This is an optimization exercise on Yosys and OpenROAD, whose aim is small area, not a production implementation. Only simulation tests tie the RTL to the original design; equivalence was not proved.

### design/flow/config.mk
export PLATFORM = sky130hd
export DESIGN_NAME = calculator_hex
export DESIGN_NICKNAME = calculator_hex
export VERILOG_FILES = /design/flow/design.v
export SDC_FILE = /design/flow/constraint.sdc
export NUM_CORES = 8
export LEC_CHECK = 0
export CAP_MARGIN = 20
export CORE_MARGIN = 2
export CORE_UTILIZATION = 40
export SLEW_MARGIN = 20
### design/flow/constraint.sdc
create_clock -name core_clock -period 350.0 [get_ports {clk}]
set_input_delay 70.0000 -clock core_clock [delete_from_list [all_inputs] [get_ports {clk}]]
set_output_delay 70.0000 -clock core_clock [all_outputs]
set_load 0.01 [all_outputs]
### design/flow/design.v
`timescale 1ns / 1ps
module calculator_hex(
    input clk,
    input rst,
    input button,
    input [7:0]num1,
    input [7:0]num2,
    input [2:0]func,
    output reg [31:0]cal_result
    );
    reg flag;
    always @(posedge clk or posedge rst) begin
        if(rst)
            flag <= 1'b0;
        else if(button)
            flag <= 1'b1;
        else;
    end
    reg button_pos;
    always @(posedge clk or posedge rst) begin
        if(rst)
            button_pos <= 1'b0;
        else
            button_pos <= button;
    end
    always @(negedge clk or posedge rst) begin
        if(rst)
            cal_result <= 32'b0;
        else if(button&&!button_pos)
        begin
            case({flag,func})
                4'b0000: cal_result <= num1 + num2;
                4'b0001: cal_result <= num1 - num2;
                4'b0010: cal_result <= num1 * num2;
                4'b0011: cal_result <= num1 / num2;
                4'b0100: cal_result <= num1 % num2;
                4'b0101: cal_result <= num1 * num1;
                4'b1000: cal_result <= cal_result + num2;
                4'b1001: cal_result <= cal_result - num2;
                4'b1010: cal_result <= cal_result * num2;
                4'b1011: cal_result <= cal_result / num2;
                4'b1100: cal_result <= cal_result % num2;
                4'b1101: cal_result <= cal_result * cal_result;
            endcase
        end
        else;
    end
endmodule
### design/flow/run.sh
#!/bin/bash
# synth_recipe.tcl (not shown) runs the flow's synth.tcl, then flattens the netlist and writes it again
# the make line also repeats each setting of config.mk as NAME=value (left out here)
make -C /OpenROAD-flow-scripts/flow DESIGN_CONFIG=/design/flow/config.mk WORK_HOME=/design/flow/orfs CLKGATE_MAP_FILE= SYNTH_SCRIPT=/design/flow/synth_recipe.tcl finish
==> results of run 1 <==
-- timing repair --
action / in CTS / in global routing
endpoints found under the hold margin: 0 / 0
setup endpoints to repair: 0 / 1
gates resized for setup: 0 / 4
setup buffers: 0 / 3
-- area by class of cell --
cell class              count  share of cell area, %
flip-flops and latches     34                   1.25
clock buffers               7                  0.209
diodes                      5                 0.0183
well taps                2175                   3.99
repair buffers            174                   2.10
inverters                 834                   4.60
clock inverters             1                0.00733
multi-input cells        7493                   87.8
-- per-stage QoR --
| stage | hold WS, ns | utilization, % | worst slack [ns] |
|---|---|---|---|
| 3_5_place_dp | 0.510 | 41.9 | 7.50 |
| 6_report | 0.522 | 42.1 | 7.92 |
| 5_1_grt | 0.541 | 42.1 | 0.204 |
| 4_1_cts | 0.516 | 42.0 | 7.38 |
| 2_1_floorplan | 0.585 | - | 22.28 |
| 3_3_place_gp | 0.510 | 41.9 | 7.80 |
-- worst paths after layout --
| path | from | end | slack (ns) |
|---|---|---|---|
| min in group asynchronous | rst | button_pos | 70.19 |
| setup reg to reg | flag | cal_result[0] | 78.02 |
| max in group asynchronous | rst | cal_result[13] | 104.52 |
| hold reg to reg | cal_result[10] | cal_result[10] | 0.52 |
| hold / removal | cal_result[10] | cal_result[10] | 0.52 |
| setup / recovery | num2[0] | cal_result[0] | 7.92 |
-- cell usage in the layout (no fill, tap or decap), types with 60 or more instances in the layout --
master and n:
nand2_1 851, o21a_1 322, xnor2_1 337, or3_1 89, and2_1 307, xor2_1 157
fa_1 588, nand3_1 170, nor2_1 692, nand2b_1 83, or2_2 83, mux2_2 102
a21oi_1 459, a21o_1 179, ha_1 741, o211ai_1 80, nor3_1 362, mux2i_1 85
nand4_1 101, o21bai_1 82, a211oi_1 60, inv_1 820, o31ai_1 125, nor2b_1 67
o21ai_0 285, a31oi_1 86, and3_1 84, buf_4 118
-- flip-flops by register name, summed over array words and instances, names as in the netlist --
name        cells
cal_result     32
button_pos      1
flag            1
-- critical path, delay by kind of cell --
family                     cells  cell delay, ns
AOI/OAI and AO/OA            220           48.30
adders and majority gates     32            9.87
buffers and inverters         22            3.71
muxes                          5            1.65
and+or+nand+nor              123           33.34
-- metal layers --
layer  GRT usage (%)  vias to the layer above
met4            9.41                        2
met5               0                        -
met2            44.4                     2038
li1                -                    30600
met1            34.1                    31500
met3            2.51                      427
-- cells by family (layout without fill, tap and decap cells) --
| family | count (synthesis) | count (layout) | share of synthesized area, % |
|---|---|---|---|
| xor gates and xnor gates | 497 | 497 | 6.72 |
| AOI/OAI and AO/OA | 2256 | 2256 | 24.4 |
| muxes | 201 | 201 | 3.37 |
| DFF | 34 | 34 | 1.31 |
| and+or+nand+nor | 3204 | 3204 | 25.1 |
| other | 0 | 5 | 0 |
| adders and majority gates | 1335 | 1335 | 32.4 |
| buffers and inverters | 1119 | 1016 | 6.73 |
==> reports/results.tsv, run 1 <==
metric	value	unit
status	complete, no violations	
ant_nets	0	
rr_worst_depth	399	
grt_max_degree	51	
clock_latency	0.31	ns
rows	148	
synth_common_cells	nand2_1 (851), inv_1 (828), ha_1 (741)	
initial_utilization	40.1	%
fin_cells	10700	
yosysWarnings	1	
vias	64600	
drt_iter0_markers	4832	
critPathSlowestCell	or4_1	
dr.pass1.iters	6	
hold_violations	0	
synth_edf_count	0	
async_flop_share	100	%
routed_wl	223000	um
drv_slew	0	
place_area	0.0680	sq mm
crit_path_frequent_cell	o21a_1	
yosys.area.top_type	fa_1	
crit_fanout	43	
wl_met1	96700	um
register_area	851	sq um
route.met3.wl	12500	um
synth_area	0.0651	sq mm
io_buffers	53	
dpl.cell_count	10700	
wl_met2	104000	um
avgViaCountPerCell	6.02	
finalClockSkew	0.0197	ns
overflow	0	
fin_nets	9893	
worstMarginPinSlew	1.13	ns
fp.dieH	407	um
core_region_area	0.162	sq mm
slew_headroom	24.1	%
finalSetupViolCount	0	
die_w	407	um
antenna_found_initial	9	
hpwl	178000	um
end_kind	flop	
start_kind	input port	
grt_usage	26.1	%
worstHoldPathCells	2	
nFillCells	16800	
wire_per_inst	20.8	um
io_pins	54	
clock_sinks	34	
crit_required	175.10	ns
final_area	0.0682	sq mm
gp_congestion	0.972	
hp-class	reg -> reg	
ys_seq_area_share	1.31	%
cts_buffer_depth	2	
top_layer	met5	
avgSynthCellArea	7.53	sq um
syn_inst	8646	
root_buffer	clkbuf_16	
ys_types	153	
yosys.cell_count.top_type	nand2_1	
holdBufCountCts	0	
area_delta_synth_final	4.79	%
setup_tns	0	ns
drc	0	
layout-drive-gt1-share	6.41	%
ys_seq_elements	34	
arrival	167.18	ns
rsz0062_at_grt	no	
die_area	0.166	sq mm
clk_pin_slew	0.05	ns
yosys_most_used_dff	dfrtn_1	
numCtsBuffers	5	
grt_pass1_wl	352000	um
cap_violations	0	
cpPeakStageDelay	0.78	ns
synth_top_cells_by_area	fa_1 (18%), ha_1 (14%), nand2_1 (4.9%)	
multi_input_area	0.0599	sq mm
grt_pass1_vias	63000	
cts_tree	yes	
critical_path_class	in -> reg	
htree_levels	2	
synth_fp_nets	9997	
yosys.area.top_type_share	18.1	%
==> run 2, diff against run 1 <==
==> design/flow/design.v (replaced) <==
`timescale 1ns / 1ps
module calculator_hex(
    input clk,
    input rst,
    input button,
    input [7:0]num1,
    input [7:0]num2,
    input [2:0]func,
    output [31:0]cal_result
    );
    reg flag;           
    reg button_pos;     
    reg [31:0] R;       
    reg p;              
    reg q;              
    reg [23:0] T;       
    reg [15:0] U;       
    always @(posedge clk or posedge rst) begin
        if (rst)
            flag <= 1'b0;
        else if (button)
            flag <= 1'b1;
    end
    always @(posedge clk or posedge rst) begin
        if (rst)
            button_pos <= 1'b0;
        else
            button_pos <= button;
    end
    always @(posedge clk or posedge rst) begin
        if (rst)
            p <= 1'b1;
        else
            p <= ~p;
    end
    always @(negedge clk or posedge rst) begin
        if (rst)
            q <= 1'b0;
        else
            q <= p;
    end
    wire h2 = ~(p ^ q);                      
    wire take = button & ~button_pos & ~rst;
    wire f_add = (func == 3'd0);
    wire f_sub = (func == 3'd1);
    wire f_mul = (func == 3'd2);
    wire f_div = (func == 3'd3);
    wire f_mod = (func == 3'd4);
    wire f_sq  = (func == 3'd5);
    wire [31:0] A = {R[31:8], R[7:0] | (num1 & {8{~flag}})};
    wire [7:0]  B = num2;
    wire [7:0] y = h2 ? (take ? (f_mul ? B : A[7:0]) : A[23:16])
                      : (take ? A[15:8] : A[31:24]);
    wire [23:0] Z = h2 ? ((take & (f_mul | ~flag)) ? 24'd0 : T)
                       : (take ? {8'd0, U} : 24'd0);
    wire [31:0] acc [0:8];
    assign acc[0] = {Z, 8'd0};
    genvar k, i;
    generate
        for (k = 0; k < 8; k = k + 1) begin : mrow
            wire [32:0] c;
            assign c[k] = 1'b0;
            for (i = 0; i < 32; i = i + 1) begin : mbit
                if (i < k) begin : lo
                    assign acc[k+1][i] = acc[k][i];
                end else begin : fa
                    wire pp = A[i-k] & y[k];
                    assign acc[k+1][i] = acc[k][i] ^ pp ^ c[i];
                    assign c[i+1] = (acc[k][i] & pp) | (acc[k][i] & c[i]) | (pp & c[i]);
                end
            end
        end
    endgenerate
    wire [31:0] mac = acc[8];
    wire [15:0] dd = h2 ? A[15:0] : A[31:16];
    wire [7:0] rem [0:16];
    wire [15:0] qb;
    assign rem[0] = h2 ? T[7:0] : 8'd0;
    generate
        for (k = 0; k < 16; k = k + 1) begin : drow
            wire [8:0] x = {rem[k], dd[15-k]};
            wire [8:0] c;
            wire [7:0] s;
            assign c[0] = 1'b1;
            for (i = 0; i < 8; i = i + 1) begin : dbit
                assign s[i] = x[i] ^ ~B[i] ^ c[i];
                assign c[i+1] = (x[i] & ~B[i]) | (x[i] & c[i]) | (~B[i] & c[i]);
            end
            assign qb[15-k] = x[8] | c[8];
            assign rem[k+1] = qb[15-k] ? s : x[7:0];
        end
    endgenerate
    wire [31:0] addsub;
    wire [32:0] ca;
    assign ca[0] = f_sub;
    generate
        for (i = 0; i < 32; i = i + 1) begin : abit
            wire bb = (i < 8 ? B[i] : 1'b0) ^ f_sub;
            assign addsub[i] = A[i] ^ bb ^ ca[i];
            assign ca[i+1] = (A[i] & bb) | (A[i] & ca[i]) | (bb & ca[i]);
        end
    endgenerate
    always @(negedge clk or posedge rst) begin
        if (rst)
            T <= 24'd0;
        else
            T <= (take & (f_div | f_mod)) ? {qb, rem[16]} : mac[23:0];
    end
    always @(posedge clk or posedge rst) begin
        if (rst)
            U <= 16'd0;
        else
            U <= mac[15:0];
    end
    reg [31:0] Y;
    always @(*) begin
        case (func)
            3'd0, 3'd1: Y = addsub;
            3'd2, 3'd5: Y = mac;
            3'd3:       Y = {T[23:8], qb};
            3'd4:       Y = {24'd0, rem[16]};
            default:    Y = R;
        endcase
    end
    wire [31:0] N = take ? Y : R;
    assign cal_result = N;
    always @(posedge clk or posedge rst) begin
        if (rst)
            R <= 32'd0;
        else
            R <= N;
    end
endmodule
==> reports/results.tsv, run 2 <==
metric	value	unit	change
ys_types	91		-41%
root_buffer	clkbuf_16		
arrival	233.62	ns	+66.44 ns
reg.largest.list	R: 32 flops, T: 24 flops, U: 16 flops		
overflow	0		unchanged
ant_nets	0		unchanged
worstMarginPinSlew	1.10	ns	-0.0292 ns
drc	0		unchanged
setup_tns	0	ns	unchanged
synth_common_cells	fa_1 (344), nor2_1 (248), inv_1 (153)		
largest_register_ffs	32		unchanged
synth_edf_count	0		unchanged
cp_top_family	adder cells		
rows	72		-51%
syn_inst	1614		-81%
yosys_most_used_dff	dfrtp_1		
gp_congestion	0.969		-0.27%
core_region_area	0.0386	sq mm	-76%
crit_path_frequent_cell	fa_1		
fin_nets	2021		-80%
numCtsBuffers	9		+4
start_kind	flop		
drt_iter0_markers	1096		-77%
holdBufCountCts	0		unchanged
wire_per_inst	23.0	um	+11%
diodes	0		-5
rsz0062_at_grt	no		
area_delta_synth_final	9.41	%	
cts_buffer_depth	2		unchanged
routed_wl	49600	um	-78%
yosys.cell_count.top_type	fa_1		
initial_utilization	40.5	%	+0.34 points
avgSynthCellArea	9.67	sq um	+28%
layout-drive-gt1-share	8.81	%	+2.4 points
clock_sinks	76		+120%
clk_pin_slew	0.06	ns	about the same
cts_tree	yes		
drv_slew	0		unchanged
critical_path_class	reg -> out		
cpPeakStageDelay	0.65	ns	-0.13 ns
critPathSlowestCell	clkdlybuf4s50_1		
finalSetupViolCount	0		unchanged
io_pins	54		unchanged
hpwl	39000	um	-78%
yosys.area.top_type	fa_1		
vias	12500		-81%
io_buffers	53		unchanged
final_util	44.3	%	+2.2 points
crit_fanout	54		+26%
synth_area	0.0156	sq mm	-76%
grt_usage	25.3	%	-0.77 points
fp.dieH	202	um	-51%
die_area	0.0406	sq mm	-76%
slew_headroom	26.7	%	+2.6 points
dr.pass1.iters	5		-1
synth_fp_nets	2005		-80%
avgViaCountPerCell	5.78		-4.0%
layout_commonest_cell	fa_1		
cap_violations	0		unchanged
critPathBufInv	22		unchanged
cts_resized	0		unchanged
finalClockSkew	0.0150	ns	-0.00473 ns
htree_levels	3		+1
status	complete, no violations		
grt_pass1_wl	78300	um	-78%
grt_pass1_vias	13200		-79%
post_cts.repair.setup_buffers	0		unchanged
hp-class	reg -> reg		
ys_seq_elements	76		+120%
regMostFlops	R		
async_flop_share	100	%	unchanged
ys_seq_area_share	12.2	%	+11 points
die_w	202	um	-51%
end_kind	output pin		
yosysWarnings	1		unchanged
antenna_found_initial	1		-8
synth_top_cells_by_area	fa_1 (44%), dfrtp_1 (8.0%), nor2_1 (6.0%)		
hold_violations	0		unchanged
crit_required	280.00	ns	+104.90 ns
clock_latency	0.36	ns	+0.05 ns
grt_max_degree	67		+31%
yosys.area.top_type_share	44.1	%	+26 points
layout_common_cells	fa_1 (344), nor2_1 (248), inv_1 (152)		
run 2: changes by cell type after synthesis, moves of 244 or more:
cell	change
ha_1	-716
fa_1	-244
nor3_1	-354
o21a_1	-312
a21oi_1	-347
inv_1	-675
xnor2_1	-316
and2_1	-247
nor2_1	-445
nand2_1	-728
run 2: cell families after synthesis:
kind of cell,synth area share (%)
multiplexers,4.64
AO/OA/AOI/OAI,14.8
AND/OR/NAND/NOR,14.7
adder cells (fa/ha/maj),46.1
flip-flops,12.2
buffers and inverters,5.88
XOR/XNOR,1.62
run 2: final cells by class:
type | instances | area, sq um
Multi-Input combinational cell | 1300 | 12900
Fill cell | 3807 | 21500
Clock inverter | 4 | 50.0
Inverter | 155 | 583
Timing Repair Buffer | 88 | 793
Clock buffer | 12 | 246
Tap cell | 518 | 648
Sequential cell | 76 | 1900
run 2: metal layers:
metal | GRT usage [%] | share of wire [%] | vias up
li1 | - | - | 5322
met1 | 34.8 | 42 | 6479
met2 | 40.8 | 47 | 535
met3 | 3.47 | 7.3 | 112
met4 | 9.74 | 3.8 | 2
met5 | 0 | 0.026 | -
run 2: worst paths after layout:
| kind | from | to | slack [ns] | depth (start not counted) |
|---|---|---|---|---|
| worst min-delay path | p | p | 0.50 | 1 |
| worst max register to register | q | R[7] | 117.22 | 193 |
| worst max-delay path | q | cal_result[7] | 46.38 | 194 |
| min in group asynchronous | rst | R[27] | 69.92 | 2 |
| worst min register to register | p | p | 0.50 | 1 |
| max in group asynchronous | rst | T[2] | 103.98 | 3 |
run 2: metrics by stage:
step	hold WS (ns)	cell area, sq um	worst slack, ns	cells
4_1_cts	0.498	17100	46.36	2152
3_3_place_gp	0.482	16800	48.55	2136
3_5_place_dp	0.484	16800	46.75	2136
2_1_floorplan	0.452	15600	50.47	1614
5_1_grt	0.508	17100	43.81	2153
6_report	0.499	17100	46.38	2153
run 2: worst reg2reg max path: cells and delay by family, from the launching register on:
family | cells | cell delay (ns)
multiplexers | 13 | 4.68
XOR/XNOR | 1 | 0.13
AO/OA/AOI/OAI | 24 | 4.44
AND/OR/NAND/NOR | 22 | 4.66
adder cells (fa/ha/maj) | 112 | 40.93
buffers and inverters | 21 | 2.29
flip-flops | 1 | 0.51
==> run 3, diff against run 2 <==
--- a/design/flow/design.v
+++ b/design/flow/design.v
@@ -15,3 +15,3 @@
     reg q;              
-    reg [23:0] T;       
+    reg [27:0] T;       
     reg [15:0] U;       
@@ -51,13 +51,63 @@
     wire [7:0]  B = num2;
-    wire [7:0] y = h2 ? (take ? (f_mul ? B : A[7:0]) : A[23:16])
-                      : (take ? A[15:8] : A[31:24]);
-    wire [23:0] Z = h2 ? ((take & (f_mul | ~flag)) ? 24'd0 : T)
-                       : (take ? {8'd0, U} : 24'd0);
-    wire [31:0] acc [0:8];
-    assign acc[0] = {Z, 8'd0};
+    wire sqp  = ~take | (f_sq & flag);           
+    wire mulp = take & (f_mul | (f_sq & ~flag));  
+    wire addp = take & (f_add | f_sub) & h2;
+    wire subp = take & f_sub;
+    wire [1:0] j = {~take, ~h2};                  
+    wire [7:0] M = f_mul ? B : A[7:0];
+    reg [31:0] X;
+    always @(*) begin
+        if (!sqp)
+            X = A;
+        else begin
+            X = 32'd0;
+            case (j)
+                2'd0: X = {A[30:4], 1'b0, A[3:0]};
+                2'd1: X = {A[26:8], 1'b0, A[7:4]} & 32'h00ffffff;
+                2'd2: X = {A[22:12], 1'b0, A[11:8]} & 32'h0000ffff;
+                2'd3: X = {A[18:16], 1'b0, A[15:12]} & 32'h000000ff;
+            endcase
+        end
+    end
+    reg [3:0] n;
+    always @(*) begin
+        if (sqp) begin
+            case (j)
+                2'd0: n = A[3:0];
+                2'd1: n = A[7:4];
+                2'd2: n = A[11:8];
+                default: n = A[15:12];
+            endcase
+        end else if (mulp)
+            n = h2 ? M[3:0] : M[7:4];
+        else if (addp)
+            n = 4'd1;
+        else
+            n = 4'd0;
+    end
+    reg [31:0] AD;
+    reg [3:0]  cin;
+    always @(*) begin
+        AD = 32'd0;
+        cin = 4'd0;
+        if (sqp) begin
+            if (h2)
+                AD = {T[23:0], 8'd0};
+            else if (take)
+                AD = {8'd0, U, 8'd0};
+        end else if (mulp) begin
+            if (h2)
+                AD = {T, 4'd0};
+        end else if (addp) begin
+            AD = {{24{subp}}, B[7:4] ^ {4{subp}}, 3'd0, subp};
+            cin = B[3:0] ^ {4{subp}};
+        end
+    end
+    wire [31:0] acc [0:4];
+    assign acc[0] = AD;
     genvar k, i;
     generate
-        for (k = 0; k < 8; k = k + 1) begin : mrow
+        for (k = 0; k < 4; k = k + 1) begin : mrow
             wire [32:0] c;
-            assign c[k] = 1'b0;
+            assign c[k] = cin[k];
             for (i = 0; i < 32; i = i + 1) begin : mbit
@@ -66,3 +116,3 @@
                 end else begin : fa
-                    wire pp = A[i-k] & y[k];
+                    wire pp = X[i-k] & n[k];
                     assign acc[k+1][i] = acc[k][i] ^ pp ^ c[i];
@@ -73,3 +123,3 @@
     endgenerate
-    wire [31:0] mac = acc[8];
+    wire [31:0] mac = acc[4];
     wire [15:0] dd = h2 ? A[15:0] : A[31:16];
@@ -92,17 +142,7 @@
     endgenerate
-    wire [31:0] addsub;
-    wire [32:0] ca;
-    assign ca[0] = f_sub;
-    generate
-        for (i = 0; i < 32; i = i + 1) begin : abit
-            wire bb = (i < 8 ? B[i] : 1'b0) ^ f_sub;
-            assign addsub[i] = A[i] ^ bb ^ ca[i];
-            assign ca[i+1] = (A[i] & bb) | (A[i] & ca[i]) | (bb & ca[i]);
-        end
-    endgenerate
     always @(negedge clk or posedge rst) begin
         if (rst)
-            T <= 24'd0;
+            T <= 28'd0;
         else
-            T <= (take & (f_div | f_mod)) ? {qb, rem[16]} : mac[23:0];
+            T <= (take & (f_div | f_mod)) ? {4'd0, qb, rem[16]} : mac[27:0];
     end
@@ -117,7 +157,6 @@
         case (func)
-            3'd0, 3'd1: Y = addsub;
-            3'd2, 3'd5: Y = mac;
             3'd3:       Y = {T[23:8], qb};
             3'd4:       Y = {24'd0, rem[16]};
-            default:    Y = R;
+            3'd6, 3'd7: Y = R;
+            default:    Y = mac;
         endcase
==> reports/results.tsv, run 3 <==
metric	value	unit	change
fp.dieH	188	um	-6.6%
numCtsBuffers	9		unchanged
yosys.area.top_type	fa_1		
layout_commonest_cell	nand2_1		
crit_required	280.00	ns	about the same
ys_types	83		-8.8%
arrival	233.80	ns	+0.18 ns
syn_inst	1560		-3.3%
setup_tns	0	ns	unchanged
grt_pass1_wl	70800	um	-9.5%
core_region_area	0.0334	sq mm	-13%
htree_levels	3		unchanged
layout-drive-gt1-share	8.67	%	-0.14 points
critPathSlowestCell	a221o_1		
regMostFlops	R		
die_area	0.0354	sq mm	-13%
vias	11900		-4.4%
io_buffers	53		unchanged
cts_resized	0		unchanged
drv_slew	0		unchanged
async_flop_share	100	%	unchanged
drc	0		unchanged
critical_path_class	reg -> out		
dr.pass1.iters	7		+2
clock_sinks	80		+5.3%
final_util	44.5	%	+0.25 points
finalClockSkew	0.0118	ns	-0.00314 ns
clock_latency	0.36	ns	about the same
avgSynthCellArea	8.70	sq um	-10%
yosysWarnings	1		unchanged
initial_utilization	40.6	%	+0.11 points
yosys.cell_count.top_type	nand2_1		
start_kind	flop		
area_delta_synth_final	9.73	%	
antenna_found_initial	2		+1
synth_fp_nets	1827		-8.9%
holdBufCountCts	0		unchanged
overflow	0		unchanged
place_ws	46.77	ns	+0.0224 ns
grt_usage	26.1	%	+0.83 points
hp-class	reg -> reg		
gp_congestion	0.932		-3.9%
grt_pass1_vias	12000		-9.3%
ys_seq_area_share	14.8	%	+2.6 points
ys_seq_elements	80		+5.3%
synth_area	0.0136	sq mm	-13%
cap_violations	0		unchanged
slew_headroom	23.2	%	-3.5 points
dpl.cell_count	2001		-6.3%
fin_cells	2018		-6.3%
reg.largest.list	R: 32 flops, T: 28 flops, U: 16 flops		
avgViaCountPerCell	5.90		+2.0%
hpwl	35900	um	-8.0%
routed_wl	45100	um	-9.1%
cts_tree	yes		
worstMarginPinSlew	1.15	ns	+0.0529 ns
finalSetupViolCount	0		unchanged
yosys.area.top_type_share	33.2	%	-11 points
wire_per_inst	22.3	um	-3.0%
yosys_most_used_dff	dfrtp_1		
status	complete, no violations		
rows	67		-6.9%
rsz0062_at_grt	no		
crit_path_frequent_cell	fa_1		
nFillCells	3339		-12%
clk_pin_slew	0.07	ns	about the same
cpPeakStageDelay	0.73	ns	+0.08 ns
layout_common_cells	nand2_1 (233), fa_1 (225), nor2_1 (150)		
cp_top_family	adder cells		
die_w	188	um	-6.6%
drt_iter0_markers	1215		+11%
grt_max_degree	82		+22%
fin_ws	46.20	ns	-0.180 ns
fin_nets	1831		-9.4%
critPathBufInv	20		-9.1%
synth_edf_count	0		unchanged
io_pins	54		unchanged
largest_register_ffs	32		unchanged
hold_violations	0		unchanged
cts_buffer_depth	2		unchanged
root_buffer	clkbuf_16		
synth_top_cells_by_area	fa_1 (33%), dfrtp_1 (9.2%), nand2_1 (6.4%)		
post_cts.repair.setup_buffers	0		unchanged
ant_nets	0		unchanged
synth_common_cells	nand2_1 (233), fa_1 (225), nor2_1 (151)		
crit_fanout	28		-48%
end_kind	output pin		
-- run 3: cell types whose count changed after synthesis, sizes merged, moves of 9 or more --
cell,change
o211ai,-9
a22o,-11
a31oi,+10
fa,-119
nand2b,+10
and2,-41
mux2,+10
o21ai,+59
nand2,+109
nor2,-100
a21oi,+15
inv,-21
-- run 3: final cells by class --
class                   instances  area, sq um  share of cell area, %
well taps                     448          561                   3.76
diodes                          1         2.50                 0.0168
multi-input cells            1258        10800                   72.4
clock buffers                   9          225                   1.51
inverters                     134          504                   3.38
clock inverters                 7         77.6                  0.521
repair buffers                 81          741                   4.97
flip-flops and latches         80         2000                   13.4
-- run 3: worst paths after layout --
| kind | slack, ns | cells after the start | endpoint | start |
|---|---|---|---|---|
| max | 46.20 | 191 | cal_result[3] | q |
| max in group asynchronous | 103.92 | 3 | T[27] | rst |
| max reg2reg | 116.95 | 190 | R[7] | q |
| min in group asynchronous | 70.08 | 2 | button_pos | rst |
| min | 0.51 | 1 | flag | flag |
| min reg2reg | 0.51 | 1 | flag | flag |
-- run 3: per-stage QoR --
stage | cell area [sq um] | hold slack, ns
after floorplan | 13600 | 0.452
after global placement | 14600 | 0.506
after detailed placement | 14600 | 0.508
after CTS | 14900 | 0.520
after global routing | 14900 | 0.537
final | 14900 | 0.514
-- run 3: cells by family after synthesis --
| kind of cell | after synthesis | synth area share [%] |
|---|---|---|
| and+or+nand+nor | 507 | 16.4 |
| muxes | 74 | 5.99 |
| DFF | 80 | 14.8 |
| xor gates and xnor gates | 20 | 1.35 |
| buffers and inverters | 222 | 6.30 |
| adders and majority gates | 246 | 35.1 |
| AOI/OAI and AO/OA | 411 | 20.1 |
-- run 3: worst register-to-register path, delay by kind of cell (launching register included) --
kind / cells / cell delay [ns]
xor+xnor: 1 / 0.31
compound gates: 28 / 5.96
fa+ha+maj: 112 / 40.71
mux: 15 / 5.58
simple gates: 15 / 3.20
buf+inv: 19 / 1.56
flops: 1 / 0.59
-- run 3: per-layer routing --
metal	global-route usage, %	routed length (um)	up-vias	part of all wire (%)
met4	10.5	1760	2	3.9
met2	40.2	20300	538	45
met5	0	12	-	0.027
met1	36.6	19600	5978	43
li1	-	-	5291	-
met3	4.47	3450	96	7.7
==> run 4, diff against run 3 <==
==> design/flow/design.v (replaced) <==
`timescale 1ns / 1ps
module calculator_hex(
    input clk,
    input rst,
    input button,
    input [7:0]num1,
    input [7:0]num2,
    input [2:0]func,
    output [31:0]cal_result
    );
    reg flag;           
    reg button_pos;     
    reg [31:0] R;       
    reg p;              
    reg q;              
    reg [27:0] T;       
    reg [15:0] U;       
    always @(posedge clk or posedge rst) begin
        if (rst)
            flag <= 1'b0;
        else if (button)
            flag <= 1'b1;
    end
    always @(posedge clk or posedge rst) begin
        if (rst)
            button_pos <= 1'b0;
        else
            button_pos <= button;
    end
    always @(posedge clk or posedge rst) begin
        if (rst)
            p <= 1'b1;
        else
            p <= ~p;
    end
    always @(negedge clk or posedge rst) begin
        if (rst)
            q <= 1'b0;
        else
            q <= p;
    end
    wire h2 = ~(p ^ q);                      
    wire take = button & ~button_pos & ~rst;
    wire f_add = (func == 3'd0);
    wire f_sub = (func == 3'd1);
    wire f_mul = (func == 3'd2);
    wire f_div = (func == 3'd3);
    wire f_mod = (func == 3'd4);
    wire f_sq  = (func == 3'd5);
    wire [31:0] A = {R[31:8], R[7:0] | (num1 & {8{~flag}})};
    wire [7:0]  B = num2;
    wire divp = take & (f_div | f_mod);
    wire sqp  = ~take | (f_sq & flag);            
    wire mulp = take & (f_mul | (f_sq & ~flag));  
    wire addp = take & (f_add | f_sub) & h2;
    wire subp = f_sub;
    wire [1:0] j = {~take, ~h2};                  
    wire [7:0] M = f_mul ? B : A[7:0];
    wire [15:0] D = h2 ? A[15:0] : A[31:16];      
    reg [35:0] X;
    always @(*) begin
        X = 36'd0;
        if (divp)
            X = {4{1'b1, ~B}};
        else if (!sqp)
            X = {4'd0, A};
        else begin
            case (j)
                2'd0: X = {4'd0, A[30:4], 1'b0, A[3:0]};
                2'd1: X = {12'd0, A[26:8], 1'b0, A[7:4]};
                2'd2: X = {20'd0, A[22:12], 1'b0, A[11:8]};
                2'd3: X = {28'd0, A[18:16], 1'b0, A[15:12]};
            endcase
        end
    end
    reg [3:0] n;
    always @(*) begin
        if (divp)
            n = 4'b1111;
        else if (sqp) begin
            case (j)
                2'd0: n = A[3:0];
                2'd1: n = A[7:4];
                2'd2: n = A[11:8];
                default: n = A[15:12];
            endcase
        end else if (mulp)
            n = h2 ? M[3:0] : M[7:4];
        else if (addp)
            n = 4'd1;
        else
            n = 4'd0;
    end
    wire [3:0] nn = {n[0], n[1], n[2], n[3]};
    reg [35:0] ADm;
    reg [3:0]  cin;
    reg [3:1]  inj;
    always @(*) begin
        ADm = 36'd0;
        cin = 4'd0;
        inj = 3'd0;
        if (divp) begin
            cin = 4'b1111;
            inj = {D[12], D[13], D[14]};
        end else if (sqp) begin
            if (h2)
                ADm[28:5] = T[23:0];
            else if (take)
                ADm[20:5] = U;
        end else if (mulp) begin
            if (h2)
                ADm[28:1] = T;
        end else if (addp) begin
            ADm[28:0] = {{24{subp}}, B[7:3] ^ {5{subp}}};
            cin = {B[0], B[1], B[2], 1'b0} ^ {4{subp}} & 4'b1110;
            inj = {subp, 2'b00};
        end
    end
    wire [15:0] Drev;
    genvar k, i, s;
    generate
        for (i = 0; i < 16; i = i + 1) begin : drv
            assign Drev[i] = D[15 - i];
        end
    endgenerate
    wire [15:0] qb;
    wire [31:0] mac;
    wire [7:0]  rem;
    generate
        for (k = 0; k < 4; k = k + 1) begin : mrow
            for (s = 0; s < 4; s = s + 1) begin : seg
                wire [8:0] in;
                wire [8:0] sum;
                wire [8:0] o;
                wire [9:0] c;
                wire       ci0;
                wire [8:0] pp = X[9*s+8:9*s] & {9{nn[k]}};
                if (k == 0) begin : r0
                    if (s == 0) begin : s0
                        assign in = divp ? {(h2 ? T[7:0] : 8'd0), D[15]} : ADm[8:0];
                    end else begin : sn
                        assign in = divp ? {mrow[3].seg[s-1].o[7:0], Drev[4*s]} : ADm[9*s+8:9*s];
                    end
                end else begin : rk
                    if (s == 0) begin : s0
                        assign in = {mrow[k-1].seg[0].o[7:0], inj[k]};
                    end else begin : sn
                        assign in = {mrow[k-1].seg[s].o[7:0],
                                     divp ? Drev[4*s+k] : mrow[k-1].seg[s-1].o[8]};
                    end
                end
                if (s == 0) begin : c0
                    assign ci0 = cin[k];
                end else begin : cn
                    assign ci0 = mrow[k].seg[s-1].c[9] | divp;
                end
                assign c[0] = ci0;
                for (i = 0; i < 9; i = i + 1) begin : fab
                    assign sum[i] = in[i] ^ pp[i] ^ c[i];
                    assign c[i+1] = (in[i] & pp[i]) | (in[i] & c[i]) | (pp[i] & c[i]);
                end
                assign qb[15 - (4*s + k)] = c[9];
                wire keep = divp & ~c[9];
                assign o[7:0] = keep ? in[7:0] : sum[7:0];
                assign o[8] = sum[8];
            end
        end
    endgenerate
    assign mac = {mrow[3].seg[3].o[4:0], mrow[3].seg[2].o, mrow[3].seg[1].o, mrow[3].seg[0].o};
    assign rem = mrow[3].seg[3].o[7:0];
    always @(negedge clk or posedge rst) begin
        if (rst)
            T <= 28'd0;
        else
            T <= divp ? {4'd0, qb, rem} : mac[27:0];
    end
    always @(posedge clk or posedge rst) begin
        if (rst)
            U <= 16'd0;
        else
            U <= mac[15:0];
    end
    reg [31:0] Y;
    always @(*) begin
        case (func)
            3'd3:       Y = {T[23:8], qb};
            3'd4:       Y = {24'd0, rem};
            3'd6, 3'd7: Y = R;
            default:    Y = mac;
        endcase
    end
    wire [31:0] N = take ? Y : R;
    assign cal_result = N;
    always @(posedge clk or posedge rst) begin
        if (rst)
            R <= 32'd0;
        else
            R <= N;
    end
endmodule
--- a/design/flow/config.mk
+++ b/design/flow/config.mk
@@ -10,2 +10,3 @@
 export CORE_UTILIZATION = 40
+export CTS_BUF_LIST = sky130_fd_sc_hd__clkbuf_8
 export SLEW_MARGIN = 20
==> reports/results.tsv, run 4 <==
metric	value	unit	change
status	complete, no violations		
ys_seq_area_share	17.2	%	+2.4 points
die_w	175	um	-7.2%
crit_end	cal_result[2]		
cts_tree	yes		
crit_required	280.00	ns	about the same
rr_worst_depth	206		+8.4%
io_pins	54		unchanged
ys_seq_elements	80		unchanged
hold_path.startpoint	p		
core_region_area	0.0287	sq mm	-14%
hold_violations	0		unchanged
reg2reg_to	R[2]		
dr.pass1.iters	9		+2
start_kind	flop		
yosys.area.top_type_share	23.5	%	-9.6 points
fp.dieH	175	um	-7.2%
cts_resized	0		unchanged
area_delta_synth_final	10.2	%	
holdBufCountCts	0		unchanged
gp_congestion	1.00		+7.5%
wire_per_inst	30.4	um	+36%
fin_nets	1585		-13%
grt_max_degree	98		+20%
syn_inst	1416		-9.2%
grt_usage	36.7	%	+11 points
io_buffers	53		unchanged
clock_sinks	80		unchanged
synth_top_family_by_area	compound AO/OA/AOI/OAI gates		
ys_types	93		+12%
finalClockSkew	0.0506	ns	+0.0388 ns
hp-class	reg -> reg		
antenna_found_initial	3		+1
rsz0062_at_grt	no		
crit_path_frequent_cell	fa_1		
drt_iter0_markers	1841		+52%
layout_common_cells	nor2_1 (186), nand2_1 (162), fa_1 (137)		
synth_fa_ha_area_share	23.7	%	-11 points
dpl.cell_count	1798		-10%
critPathSlowestCell	a311oi_1		
synth-xor-area-share	0.881	%	-0.46 points
synth-compound-area-share	24.6	%	+4.4 points
arrival	246.21	ns	+12.41 ns
rows	62		-7.5%
initial_utilization	40.6	%	about the same
finalSetupViolCount	0		unchanged
synth_fp_nets	1576		-14%
setup_tns	0	ns	unchanged
drv_slew	0		unchanged
drc	0		unchanged
fin_cells	1816		-10%
largest_register_ffs	32		unchanged
hpwl	42200	um	+18%
layout-drive-gt1-share	11.7	%	+3.1 points
htree_levels	3		unchanged
crit_start	q		
synth_top_cells_by_area	fa_1 (24%), dfrtp_1 (11%), dfrtn_1 (6.2%)		
reg.largest.list	R: 32 flops, T: 28 flops, U: 16 flops		
yosysWarnings	1		unchanged
grt_pass1_vias	11700		-2.2%
synth_edf_count	0		unchanged
vias	11900		+0.092%
worstMarginPinSlew	1.17	ns	+0.0209 ns
layout_commonest_cell	nor2_1		
avgSynthCellArea	8.23	sq um	-5.5%
yosys.cell_count.top_type	nor2_1		
synth-simple-area-share	19.2	%	+2.8 points
clk_pin_slew	0.10	ns	+0.03 ns
timing.reg2reg.setup_slack	104.65	ns	-12.30 ns
die_area	0.0305	sq mm	-14%
overflow	0		unchanged
numCtsBuffers	9		unchanged
yosys.area.top_type	fa_1		
yosys_most_used_dff	dfrtp_1		
ant_nets	0		unchanged
synth_area	0.0116	sq mm	-14%
grt_pass1_wl	81500	um	+15%
post_cts.repair.setup_buffers	0		unchanged
cts_buffer_depth	2		unchanged
fin_ws	33.79	ns	-12.41 ns
synth_common_cells	nor2_1 (187), nand2_1 (162), fa_1 (137)		
routed_wl	55200	um	+23%
avgViaCountPerCell	6.56		+11%
nFillCells	2893		-13%
cap_violations	0		unchanged
async_flop_share	100	%	unchanged
crit_fanout	48		+71%
clock_latency	0.41	ns	+0.05 ns
root_buffer	clkbuf_8		
place_ws	34.78	ns	-11.99 ns
regMostFlops	R		
cpPeakStageDelay	0.88	ns	+0.15 ns
muxShareOfSynthArea	8.68	%	+2.7 points
slew_headroom	21.1	%	-2.1 points
critical_path_class	reg -> out		
end_kind	output pin		
r2r-start	q		
-- run 4: changes by cell type after synthesis, moves of 10 or more --
cell     previous run  this run
xnor2_1            15         3
mux2i_1            21        49
nor2_1            151       187
inv_1             133        79
o22ai_1             6        17
ha_1               20         1
or2_2              10        34
fa_1              225       137
nand2_1           233       162
mux2_2             49        39
a22oi_1            12        23
-- run 4: cell families after synthesis --
logic type | after synthesis
flops | 80
compound gates | 435
buf+inv | 174
mux | 92
fa+ha+maj | 138
simple gates | 487
xor+xnor | 10
-- run 4: layout make-up --
class / count / area [sq um] / area share, %
Sequential cell: 80 / 2000 / 15.6
Inverter: 81 / 305 / 2.38
Multi-Input combinational cell: 1162 / 9030 / 70.3
Clock inverter: 7 / 60.1 / 0.468
Timing Repair Buffer: 91 / 828 / 6.45
Clock buffer: 9 / 124 / 0.965
Tap cell: 384 / 480 / 3.74
Antenna cell: 2 / 5.00 / 0.0390
-- run 4: layer usage --
layer	wire length (um)	track usage, %	vias up
met4	3430	20.1	0
met1	21300	48.9	5850
met2	23700	53.9	881
li1	-	-	5004
met5	0	0	-
met3	6870	10.2	181
-- run 4: worst min-delay path by stage --
stage	endpoint	slack, ns	cells after the start
after global routing	p	0.56	1
after detailed placement	p	0.51	1
after CTS	p	0.54	1
after floorplan	p	0.46	1
final	p	0.53	1
after global placement	p	0.51	1
-- run 4: worst max-delay path: cells and delay by family, from the launching register on --
kind	cells	cell delay, ns
adders and majority gates	122	51.63
AOI/OAI and AO/OA	26	7.58
buffers and inverters	37	4.85
and+or+nand+nor	16	3.79
muxes	5	1.91
xor gates and xnor gates	1	0.53
DFF	1	0.46
-- run 4: through the flow --
step	hold WS, ns	area (sq um)	util (%)
3_3_place_gp	0.506	12600	44.1
3_5_place_dp	0.513	12600	44.1
4_1_cts	0.538	12800	44.7
2_1_floorplan	0.461	11600	-
6_report	0.532	12800	44.7
5_1_grt	0.557	12800	44.7
==> run 5, diff against run 4 <==
--- a/design/flow/config.mk
+++ b/design/flow/config.mk
@@ -10,3 +10,2 @@
 export CORE_UTILIZATION = 40
-export CTS_BUF_LIST = sky130_fd_sc_hd__clkbuf_8
 export SLEW_MARGIN = 20
==> reports/results.tsv, run 5 <==
metric	value	unit	change
yosys.cell_count.top_type	nor2_1		
drv_slew	0		unchanged
crit_fanout	48		unchanged
fin_cells	1815		-0.055%
start_kind	flop		
die_w	175	um	unchanged
synth_common_cells	nor2_1 (187), nand2_1 (162), fa_1 (137)		
rsz0062_at_grt	no		
register_area	0.00200	sq mm	unchanged
drt_iter0_markers	1982		+7.7%
holdBufCountCts	0		unchanged
yosys.area.top_type_share	23.5	%	unchanged
grt_pass1_vias	11700		-0.11%
wire_per_inst	30.5	um	+0.36%
dpl.cell_count	1798		unchanged
initial_utilization	40.6	%	unchanged
drc	0		unchanged
die_area	0.0305	sq mm	unchanged
cap_violations	0		unchanged
hold_violations	0		unchanged
synth_fp_nets	1576		unchanged
cts_tree	yes		
routed_wl	55400	um	+0.30%
post_cts.repair.setup_buffers	0		unchanged
finalClockSkew	0.0179	ns	-0.0327 ns
finalSetupViolCount	0		unchanged
ys_seq_elements	80		unchanged
cpPeakStageDelay	0.75	ns	-0.13 ns
yosysWarnings	1		unchanged
status	complete, no violations		
vias	12000		+0.70%
cp_top_family	adder cells		
root_buffer	clkbuf_16		
slew_headroom	23.2	%	+2.1 points
critical_path_class	reg -> out		
reg.largest.list	R: 32 flops, T: 28 flops, U: 16 flops		
yosys_most_used_dff	dfrtp_1		
ys_seq_area_share	17.2	%	unchanged
clk_pin_slew	0.07	ns	-0.03 ns
grt_usage	36.6	%	about the same
numCtsBuffers	9		unchanged
arrival	246.19	ns	-0.02 ns
setup_tns	0	ns	unchanged
io_pins	54		unchanged
synth_top_cells_by_area	fa_1 (24%), dfrtp_1 (11%), dfrtn_1 (6.2%)		
multi_input_area	0.00903	sq mm	unchanged
nFillCells	2882		-0.38%
regMostFlops	R		
io_buffers	53		unchanged
yosys.area.top_type	fa_1		
dr.pass1.iters	8		-1
overflow	0		unchanged
end_kind	output pin		
final_util	45.1	%	+0.34 points
htree_levels	3		unchanged
core_region_area	0.0287	sq mm	unchanged
grt_pass1_wl	81600	um	+0.20%
antenna_found_initial	1		-2
gp_congestion	1.00		unchanged
critPathSlowestCell	and3_1		
place_ws	34.78	ns	unchanged
avgSynthCellArea	8.23	sq um	unchanged
largest_register_ffs	32		unchanged
ant_nets	0		unchanged
layout_commonest_cell	nor2_1		
layout-drive-gt1-share	11.7	%	unchanged
worstMarginPinSlew	1.14	ns	-0.0308 ns
fp.dieH	175	um	unchanged
synth_area	0.0116	sq mm	unchanged
fin_nets	1585		unchanged
layout_common_cells	nor2_1 (186), nand2_1 (162), fa_1 (137)		
grt_max_degree	98		unchanged
area_delta_synth_final	11.0	%	
rows	62		unchanged
avgViaCountPerCell	6.61		+0.75%
hp-class	reg -> reg		
async_flop_share	100	%	unchanged
crit_path_frequent_cell	fa_1		
cts_buffer_depth	2		unchanged
clock_sinks	80		unchanged
critPathBufInv	37		unchanged
synth_edf_count	0		unchanged
crit_required	280.00	ns	about the same
fin_ws	33.81	ns	+0.0191 ns
ys_types	93		unchanged
clock_latency	0.37	ns	-0.04 ns
cts_resized	0		unchanged
hpwl	42200	um	unchanged
syn_inst	1416		unchanged
## run 5: cell counts after synthesis
No cell type changed its count.
## run 5: final cells by class
type / instances / share of cell area [%]
Inverter: 81 / 2.36
Multi-Input combinational cell: 1162 / 69.8
Clock inverter: 7 / 0.464
Timing Repair Buffer: 91 / 6.40
Antenna cell: 1 / 0.0193
Clock buffer: 9 / 1.74
Tap cell: 384 / 3.71
Sequential cell: 80 / 15.5
## run 5: layer usage
layer,track usage (%),vias to the layer above,wire length [um]
met4,18.3,0,3300
met5,0,-,0
met1,49.0,5939,21500
li1,-,5012,-
met2,54.7,848,24000
met3,9.81,200,6590
## run 5: worst paths after layout
kind	cells after the start	slack, ns	startpoint	end
worst min register to register	1	0.52	p	p
max in group asynchronous	3	103.85	rst	T[1]
worst max-delay path	208	33.81	q	cal_result[2]
min in group asynchronous	2	70.02	rst	button_pos
worst max register to register	207	104.64	q	R[2]
worst min-delay path	1	0.52	p	p
## run 5: kinds of logic after synthesis
group	count (synthesis)	share of synthesized area [%]
compound gates	435	24.6
xor+xnor	10	0.881
fa+ha+maj	138	23.7
buf+inv	174	5.82
flops	80	17.2
mux	92	8.68
simple gates	487	19.2
## run 5: worst register-to-register path: cells and delay by family (launching register included)
kind / cells / cell delay (ns)
adders and majority gates: 121 / 51.10
xor gates and xnor gates: 1 / 0.53
buffers and inverters: 36 / 4.31
DFF: 1 / 0.46
and+or+nand+nor: 18 / 4.98
muxes: 5 / 1.93
AOI/OAI and AO/OA: 26 / 7.01
## run 5: through the flow
stage / hold slack (ns) / cell area (sq um)
3_3_place_gp: 0.506 / 12600
6_report: 0.525 / 12900
4_1_cts: 0.530 / 12900
3_5_place_dp: 0.513 / 12600
5_1_grt: 0.548 / 12900
2_1_floorplan: 0.461 / 11600
==> run 6, diff against run 5 <==
--- a/design/flow/design.v
+++ b/design/flow/design.v
@@ -16,3 +16,2 @@
     reg [27:0] T;       
-    reg [15:0] U;       
     always @(posedge clk or posedge rst) begin
@@ -51,10 +50,16 @@
     wire [7:0]  B = num2;
-    wire divp = take & (f_div | f_mod);
-    wire sqp  = ~take | (f_sq & flag);            
-    wire mulp = take & (f_mul | (f_sq & ~flag));  
-    wire addp = take & (f_add | f_sub) & h2;
-    wire subp = f_sub;
-    wire [1:0] j = {~take, ~h2};                  
+    wire divp  = take & (f_div | f_mod);
+    wire sqsel = f_sq & flag;
+    wire sqdbl = ~take & ~h2;                     
+    wire sq1   = take & sqsel & ~h2;              
+    wire sq0   = take & sqsel & h2;               
+    wire mulp  = take & (f_mul | (f_sq & ~flag));  
+    wire addp  = take & (f_add | f_sub) & h2;
+    wire subp  = f_sub;
     wire [7:0] M = f_mul ? B : A[7:0];
     wire [15:0] D = h2 ? A[15:0] : A[31:16];      
+    wire [7:0]  W3 = {A[18:16], 1'b0, A[15:12]};
+    wire [15:0] W2 = {A[22:12], 1'b0, A[11:8]};
+    wire [23:0] W1 = {A[26:8], 1'b0, A[7:4]};
+    wire [31:0] W0 = {A[30:4], 1'b0, A[3:0]};
     reg [35:0] X;
@@ -64,12 +69,10 @@
             X = {4{1'b1, ~B}};
-        else if (!sqp)
+        else if (sqdbl)
+            X = {11'd0, W2, 1'b0, W3};
+        else if (sq1)
+            X = {12'd0, W1};
+        else if (sq0)
+            X = {4'd0, W0};
+        else
             X = {4'd0, A};
-        else begin
-            case (j)
-                2'd0: X = {4'd0, A[30:4], 1'b0, A[3:0]};
-                2'd1: X = {12'd0, A[26:8], 1'b0, A[7:4]};
-                2'd2: X = {20'd0, A[22:12], 1'b0, A[11:8]};
-                2'd3: X = {28'd0, A[18:16], 1'b0, A[15:12]};
-            endcase
-        end
     end
@@ -79,10 +82,9 @@
             n = 4'b1111;
-        else if (sqp) begin
-            case (j)
-                2'd0: n = A[3:0];
-                2'd1: n = A[7:4];
-                2'd2: n = A[11:8];
-                default: n = A[15:12];
-            endcase
-        end else if (mulp)
+        else if (sqdbl)
+            n = A[11:8];
+        else if (sq1)
+            n = A[7:4];
+        else if (sq0)
+            n = A[3:0];
+        else if (mulp)
             n = h2 ? M[3:0] : M[7:4];
@@ -93,3 +95,5 @@
     end
-    wire [3:0] nn = {n[0], n[1], n[2], n[3]};
+    wire [3:0] n3 = sqdbl ? A[15:12] : n;
+    wire [3:0] nn  = {n[0], n[1], n[2], n[3]};
+    wire [3:0] nn3 = {n3[0], n3[1], n3[2], n3[3]};
     reg [35:0] ADm;
@@ -104,8 +108,7 @@
             inj = {D[12], D[13], D[14]};
-        end else if (sqp) begin
-            if (h2)
-                ADm[28:5] = T[23:0];
-            else if (take)
-                ADm[20:5] = U;
-        end else if (mulp) begin
+        end else if (sq1)
+            ADm[20:5] = T[24:9];
+        else if (sq0)
+            ADm[28:5] = T[23:0];
+        else if (mulp) begin
             if (h2)
@@ -127,3 +130,2 @@
     wire [31:0] mac;
-    wire [7:0]  rem;
     generate
@@ -135,9 +137,16 @@
                 wire [9:0] c;
-                wire       ci0;
-                wire [8:0] pp = X[9*s+8:9*s] & {9{nn[k]}};
+                wire [8:0] pp = X[9*s+8:9*s] & {9{(s == 0) ? nn3[k] : nn[k]}};
                 if (k == 0) begin : r0
                     if (s == 0) begin : s0
-                        assign in = divp ? {(h2 ? T[7:0] : 8'd0), D[15]} : ADm[8:0];
-                    end else begin : sn
-                        assign in = divp ? {mrow[3].seg[s-1].o[7:0], Drev[4*s]} : ADm[9*s+8:9*s];
+                        assign in = divp ? {(h2 ? T[7:0] : 8'd0), Drev[0]} : ADm[8:0];
+                    end else if (s == 1) begin : s1
+                        assign in = divp ? {mrow[3].seg[0].o[7:0], Drev[4]}
+                                  : sqdbl ? {mrow[3].seg[0].o[3:0], 5'd0}
+                                  : ADm[17:9];
+                    end else if (s == 2) begin : s2
+                        assign in = divp ? {mrow[3].seg[1].o[7:0], Drev[8]}
+                                  : sqdbl ? {5'd0, mrow[3].seg[0].o[7:4]}
+                                  : ADm[26:18];
+                    end else begin : s3
+                        assign in = divp ? {mrow[3].seg[2].o[7:0], Drev[12]} : ADm[35:27];
                     end
@@ -146,2 +155,5 @@
                         assign in = {mrow[k-1].seg[0].o[7:0], inj[k]};
+                    end else if (s == 1) begin : s1
+                        assign in = {mrow[k-1].seg[1].o[7:0],
+                                     divp ? Drev[4*s+k] : (mrow[k-1].seg[0].o[8] & ~sqdbl)};
                     end else begin : sn
@@ -152,7 +164,8 @@
                 if (s == 0) begin : c0
-                    assign ci0 = cin[k];
+                    assign c[0] = cin[k];
+                end else if (s == 1) begin : c1
+                    assign c[0] = (mrow[k].seg[0].c[9] & ~sqdbl) | divp;
                 end else begin : cn
-                    assign ci0 = mrow[k].seg[s-1].c[9] | divp;
+                    assign c[0] = mrow[k].seg[s-1].c[9] | divp;
                 end
-                assign c[0] = ci0;
                 for (i = 0; i < 9; i = i + 1) begin : fab
@@ -168,4 +181,4 @@
     endgenerate
+    wire [7:0] rem = mrow[3].seg[3].o[7:0];
     assign mac = {mrow[3].seg[3].o[4:0], mrow[3].seg[2].o, mrow[3].seg[1].o, mrow[3].seg[0].o};
-    assign rem = mrow[3].seg[3].o[7:0];
     always @(negedge clk or posedge rst) begin
@@ -175,8 +188,2 @@
             T <= divp ? {4'd0, qb, rem} : mac[27:0];
-    end
-    always @(posedge clk or posedge rst) begin
-        if (rst)
-            U <= 16'd0;
-        else
-            U <= mac[15:0];
     end
==> reports/results.tsv, run 6 <==
metric	value	unit	change
rows	61		-1.6%
cts_buffer_depth	2		unchanged
synth_edf_count	0		unchanged
grt_pass1_wl	87300	um	+7.0%
crit_fanout	45		-6.3%
regMostFlops	R		
htree_levels	3		unchanged
status	complete, no violations		
initial_utilization	40.9	%	+0.28 points
grt_usage	40.3	%	+3.7 points
hold_violations	0		unchanged
gr-max-usage-layer	met2		
syn_inst	1474		+4.1%
yosys.area.top_type	fa_1		
core_region_area	0.0279	sq mm	-2.7%
crit_path_frequent_cell	fa_1		
fin_nets	1642		+3.6%
drt_iter0_markers	1707		-14%
hpwl	46900	um	+11%
io_buffers	53		unchanged
cts_resized	0		unchanged
end_kind	output pin		
area_delta_synth_final	11.7	%	
fp.dieH	173	um	-0.98%
ys_types	92		-1.1%
drv_slew	0		unchanged
rsz0062_at_grt	no		
overflow	0		unchanged
clock_latency	0.36	ns	about the same
synth_top_cells_by_area	fa_1 (24%), nor2_1 (7.6%), dfrtp_1 (7.5%)		
dr.pass1.iters	6		-2
wire_per_inst	32.3	um	+5.8%
fin_ws	32.20	ns	-1.61 ns
post_cts.repair.setup_buffers	0		unchanged
grt_use_met1	52.9	%	+3.9 points
root_buffer	clkbuf_16		
gr-usage-met3	10.6	%	+0.83 points
finalSetupViolCount	0		unchanged
ant_nets	0		unchanged
drc	0		unchanged
yosysWarnings	1		unchanged
grtUsageMet2	58.6	%	+3.8 points
reg.largest.list	R: 32 flops, T: 28 flops		
vias	12700		+5.8%
worstMarginPinSlew	1.14	ns	+0.00121 ns
numCtsBuffers	9		unchanged
avgSynthCellArea	7.74	sq um	-5.9%
io_pins	54		unchanged
critical_path_class	reg -> out		
antenna_found_initial	2		+1
cap_violations	0		unchanged
grt_max_degree	53		-46%
setup_tns	0	ns	unchanged
slew_headroom	23.6	%	+0.39 points
yosys.area.top_type_share	24.2	%	+0.66 points
crit_required	280.00	ns	about the same
grt_pass1_vias	12300		+4.5%
die_area	0.0299	sq mm	-2.0%
synth_area	0.0114	sq mm	-2.0%
routed_wl	60200	um	+8.7%
clk_pin_slew	0.07	ns	about the same
cpPeakStageDelay	0.83	ns	+0.08 ns
holdBufCountCts	0		unchanged
ys_seq_area_share	14.0	%	-3.2 points
async_flop_share	100	%	unchanged
clock_sinks	64		-20%
yosys_most_used_dff	dfrtp_1		
largest_register_ffs	32		unchanged
synth_fp_nets	1634		+3.7%
hp-class	reg -> reg		
place_ws	33.08	ns	-1.70 ns
start_kind	flop		
cts_tree	yes		
layout-drive-gt1-share	9.21	%	-2.5 points
die_w	173	um	-0.98%
yosys.cell_count.top_type	nor2_1		
synth_common_cells	nor2_1 (232), nand2_1 (182), fa_1 (138)		
avgViaCountPerCell	6.80		+2.9%
ys_seq_elements	64		-20%
critPathSlowestCell	or4bb_1		
layout_commonest_cell	nor2_1		
gp_congestion	1.08		+7.8%
finalClockSkew	0.0116	ns	-0.00631 ns
layout_common_cells	nor2_1 (231), nand2_1 (182), fa_1 (138)		
arrival	247.80	ns	+1.61 ns
==> run 6: worst paths after layout <==
check | to | startpoint | slack (ns) | cells past startpoint
max | cal_result[2] | q | 32.20 | 214
min | p | p | 0.53 | 1
max reg2reg | R[2] | q | 102.92 | 213
min reg2reg | p | p | 0.53 | 1
max in group asynchronous | T[8] | rst | 103.96 | 3
min in group asynchronous | flag | rst | 70.05 | 2
==> run 6: cells by family (layout without fill, tap and decap cells) <==
family	count (synthesis)	count (layout)	synth area share, %
adders and majority gates	138	138	24.2
xor gates and xnor gates	11	11	0.910
buffers and inverters	172	185	6.03
DFF	64	64	14.0
AOI/OAI and AO/OA	487	487	27.7
other	0	1	0
and+or+nand+nor	530	530	20.2
muxes	72	72	6.93
==> run 6: per-layer routing <==
layer	part of all wire, %	up-vias
met1	39	6220
met5	0.022	-
met2	41	998
met4	8.2	2
met3	12	266
li1	-	5208
==> run 6: stage by stage <==
step	instance area (sq um)	utilization [%]	hold slack, ns	std cells
after CTS	12700	45.6	0.533	1864
final	12700	45.6	0.527	1866
after global placement	12400	44.4	0.508	1848
after floorplan	11400	-	0.452	1474
after global routing	12700	45.6	0.539	1865
after detailed placement	12400	44.4	0.516	1848
==> run 6: critical path: cells and delay by family, from the launching register on <==
family          cells  cell delay, ns
compound gates     25            6.59
flops               1            0.59
fa+ha+maj         122           51.09
simple gates       18            5.05
mux                10            3.09
buf+inv            37            5.54
xor+xnor            2            0.35
==> run 6: cell type report <==
type                       instances  area (sq um)
antenna                            1          2.50
clock buffer                      12           289
clock inverter                     4          53.8
fill                            2902         15200
inverter                          68           255
multi-input combinational       1238          9180
sequential                        64          1600
tap                              378           473
timing repair buffer             101           891
==> run 7, diff against run 6 <==
--- a/design/flow/design.v
+++ b/design/flow/design.v
@@ -72,3 +72,3 @@
         else if (sq1)
-            X = {12'd0, W1};
+            X = {8'd0, W1, 4'd0};
         else if (sq0)
@@ -98,2 +98,3 @@
     wire [3:0] nn3 = {n3[0], n3[1], n3[2], n3[3]};
+    wire selT1 = take & h2 & (f_mul | f_sq | f_div | f_mod);
     reg [35:0] ADm;
@@ -105,2 +106,6 @@
         inj = 3'd0;
+        if (selT1)
+            ADm[28:1] = T;
+        if (sq1)
+            ADm[24:9] = T[24:9];
         if (divp) begin
@@ -108,10 +113,4 @@
             inj = {D[12], D[13], D[14]};
-        end else if (sq1)
-            ADm[20:5] = T[24:9];
-        else if (sq0)
-            ADm[28:5] = T[23:0];
-        else if (mulp) begin
-            if (h2)
-                ADm[28:1] = T;
-        end else if (addp) begin
+        end
+        if (addp) begin
             ADm[28:0] = {{24{subp}}, B[7:3] ^ {5{subp}}};
@@ -137,6 +136,7 @@
                 wire [9:0] c;
-                wire [8:0] pp = X[9*s+8:9*s] & {9{(s == 0) ? nn3[k] : nn[k]}};
+                wire [8:0] ppm = (s == 3) ? 9'h01f : 9'h1ff;
+                wire [8:0] pp = X[9*s+8:9*s] & ({9{(s == 0) ? nn3[k] : nn[k]}} | ~ppm);
                 if (k == 0) begin : r0
                     if (s == 0) begin : s0
-                        assign in = divp ? {(h2 ? T[7:0] : 8'd0), Drev[0]} : ADm[8:0];
+                        assign in = {ADm[8:1], divp ? Drev[0] : ADm[0]};
                     end else if (s == 1) begin : s1
==> reports/results.tsv, run 7 <==
metric	value	unit	change
status	complete, no violations		
synth_common_cells	nor2_1 (213), nand2_1 (173), fa_1 (140)		
finalSetupViolCount	0		unchanged
die_w	168	um	-2.7%
yosys.area.top_type_share	26.0	%	+1.8 points
drt_iter0_markers	1710		+0.18%
arrival	246.52	ns	-1.28 ns
slew_headroom	20.3	%	-3.3 points
regMostFlops	R		
final_util	45.1	%	-0.57 points
grt_pass1_vias	10700		-13%
core_region_area	0.0267	sq mm	-4.3%
io_buffers	53		unchanged
layout_commonest_cell	nor2_1		
place_area	0.0117	sq mm	-5.5%
critPathSlowestCell	fa_1		
area_delta_synth_final	11.6	%	about the same
rows	60		-1.6%
gp_congestion	1.02		-5.6%
grt_usage	34.5	%	-5.8 points
hp-class	reg -> reg		
routed_wl	48600	um	-19%
synth_edf_count	0		unchanged
synth_fp_nets	1501		-8.1%
yosysWarnings	1		unchanged
avgViaCountPerCell	6.47		-4.8%
fin_nets	1515		-7.7%
post_cts.repair.setup_buffers	0		unchanged
diodes	0		-1
cts_tree	yes		
die_area	0.0283	sq mm	-5.4%
numCtsBuffers	9		unchanged
io_pins	54		unchanged
yosys_most_used_dff	dfrtp_1		
layout-drive-gt1-share	10.0	%	+0.82 points
fp.dieH	168	um	-2.7%
nFillCells	2756		-5.0%
cts_resized	0		unchanged
finalClockSkew	0.0117	ns	+0.0000915 ns
final_area	0.0120	sq mm	-5.5%
largest_register_ffs	32		unchanged
critPathBufInv	29		-22%
setup_tns	0	ns	unchanged
drc	0		unchanged
grt_pass1_wl	71500	um	-18%
clock_sinks	64		unchanged
avgSynthCellArea	8.07	sq um	+4.2%
vias	11000		-13%
root_buffer	clkbuf_16		
end_kind	output pin		
htree_levels	3		unchanged
crit_path_frequent_cell	fa_1		
overflow	0		unchanged
grt_max_degree	54		+1.9%
reg.largest.list	R: 32 flops, T: 28 flops		
worstMarginPinSlew	1.19	ns	+0.0518 ns
ys_seq_elements	64		unchanged
drv_slew	0		unchanged
syn_inst	1337		-9.3%
ys_types	79		-14%
clock_latency	0.36	ns	about the same
synth_area	0.0108	sq mm	-5.5%
synth_top_cells_by_area	fa_1 (26%), dfrtp_1 (7.9%), nor2_1 (7.4%)		
start_kind	flop		
holdBufCountCts	0		unchanged
hold_violations	0		unchanged
cpPeakStageDelay	0.65	ns	-0.18 ns
ant_nets	0		unchanged
initial_utilization	40.4	%	-0.50 points
crit_required	280.00	ns	about the same
yosys.cell_count.top_type	nor2_1		
antenna_found_initial	0		-2
async_flop_share	100	%	unchanged
cap_violations	0		unchanged
ys_seq_area_share	14.9	%	+0.82 points
crit_fanout	33		-27%
hpwl	37400	um	-20%
rsz0062_at_grt	no		
clk_pin_slew	0.06	ns	about the same
wire_per_inst	28.6	um	-11%
hold-worst-slack	0.501	ns	-0.0264 ns
cp_top_family	adder cells		
critical_path_class	reg -> out		
yosys.area.top_type	fa_1		
layout_common_cells	nor2_1 (212), nand2_1 (173), fa_1 (140)		
dr.pass1.iters	8		+2
cts_buffer_depth	2		unchanged
## run 7: changes by cell type after synthesis, sizes merged, moves of 12 or more
cell and change:
o21ai -50, a21oi -27, nor2 -17, nand2b +12, a221oi +13, a31oi -17, clkbuf -12
## run 7: cell type report
class | count | area, sq um | area share (%)
Timing Repair Buffer | 91 | 816 | 6.77
Multi-Input combinational cell | 1119 | 8630 | 71.6
Tap cell | 341 | 427 | 3.54
Clock inverter | 5 | 80.1 | 0.665
Sequential cell | 64 | 1600 | 13.3
Clock buffer | 11 | 243 | 2.02
Inverter | 66 | 248 | 2.06
## run 7: cells by family after synthesis
family          after synthesis  share of synthesized area [%]
compound gates              363                           22.4
xor+xnor                     10                          0.882
fa+ha+maj                   142                           26.2
buf+inv                     154                           5.60
flops                        64                           14.9
mux                          88                           8.78
simple gates                516                           21.2
## run 7: per-stage QoR
stage	std cells	worst slack (ns)
4_1_cts	1696	33.55
2_1_floorplan	1337	39.04
6_report	1697	33.48
3_5_place_dp	1680	33.84
3_3_place_gp	1680	34.98
5_1_grt	1697	30.28
## run 7: path summary, 6_finish.rpt
| kind | start | to | slack, ns | cells after the start |
|---|---|---|---|---|
| setup / recovery | q | cal_result[28] | 33.48 | 207 |
| hold / removal | p | p | 0.50 | 1 |
| setup reg to reg | p | T[0] | 104.25 | 206 |
| hold reg to reg | p | p | 0.50 | 1 |
| max in group asynchronous | rst | T[12] | 103.95 | 3 |
| min in group asynchronous | rst | R[16] | 70.10 | 2 |
## run 7: worst register-to-register path: cells and delay by family (launching register included)
kind / cells / cell delay (ns)
multiplexers: 7 / 2.26
flip-flops: 1 / 0.61
AND/OR/NAND/NOR: 16 / 3.24
buffers and inverters: 28 / 3.37
adder cells (fa/ha/maj): 125 / 53.55
AO/OA/AOI/OAI: 29 / 7.36
XOR/XNOR: 1 / 0.14
## run 7: layer usage
metal / global-route usage [%] / vias up / routed length (um)
met3: 10.2 / 184 / 5960
met5: 0 / - / 0
met2: 50.7 / 756 / 20600
met4: 17.2 / 0 / 3040
li1: - / 4652 / -
met1: 46.2 / 5394 / 19000
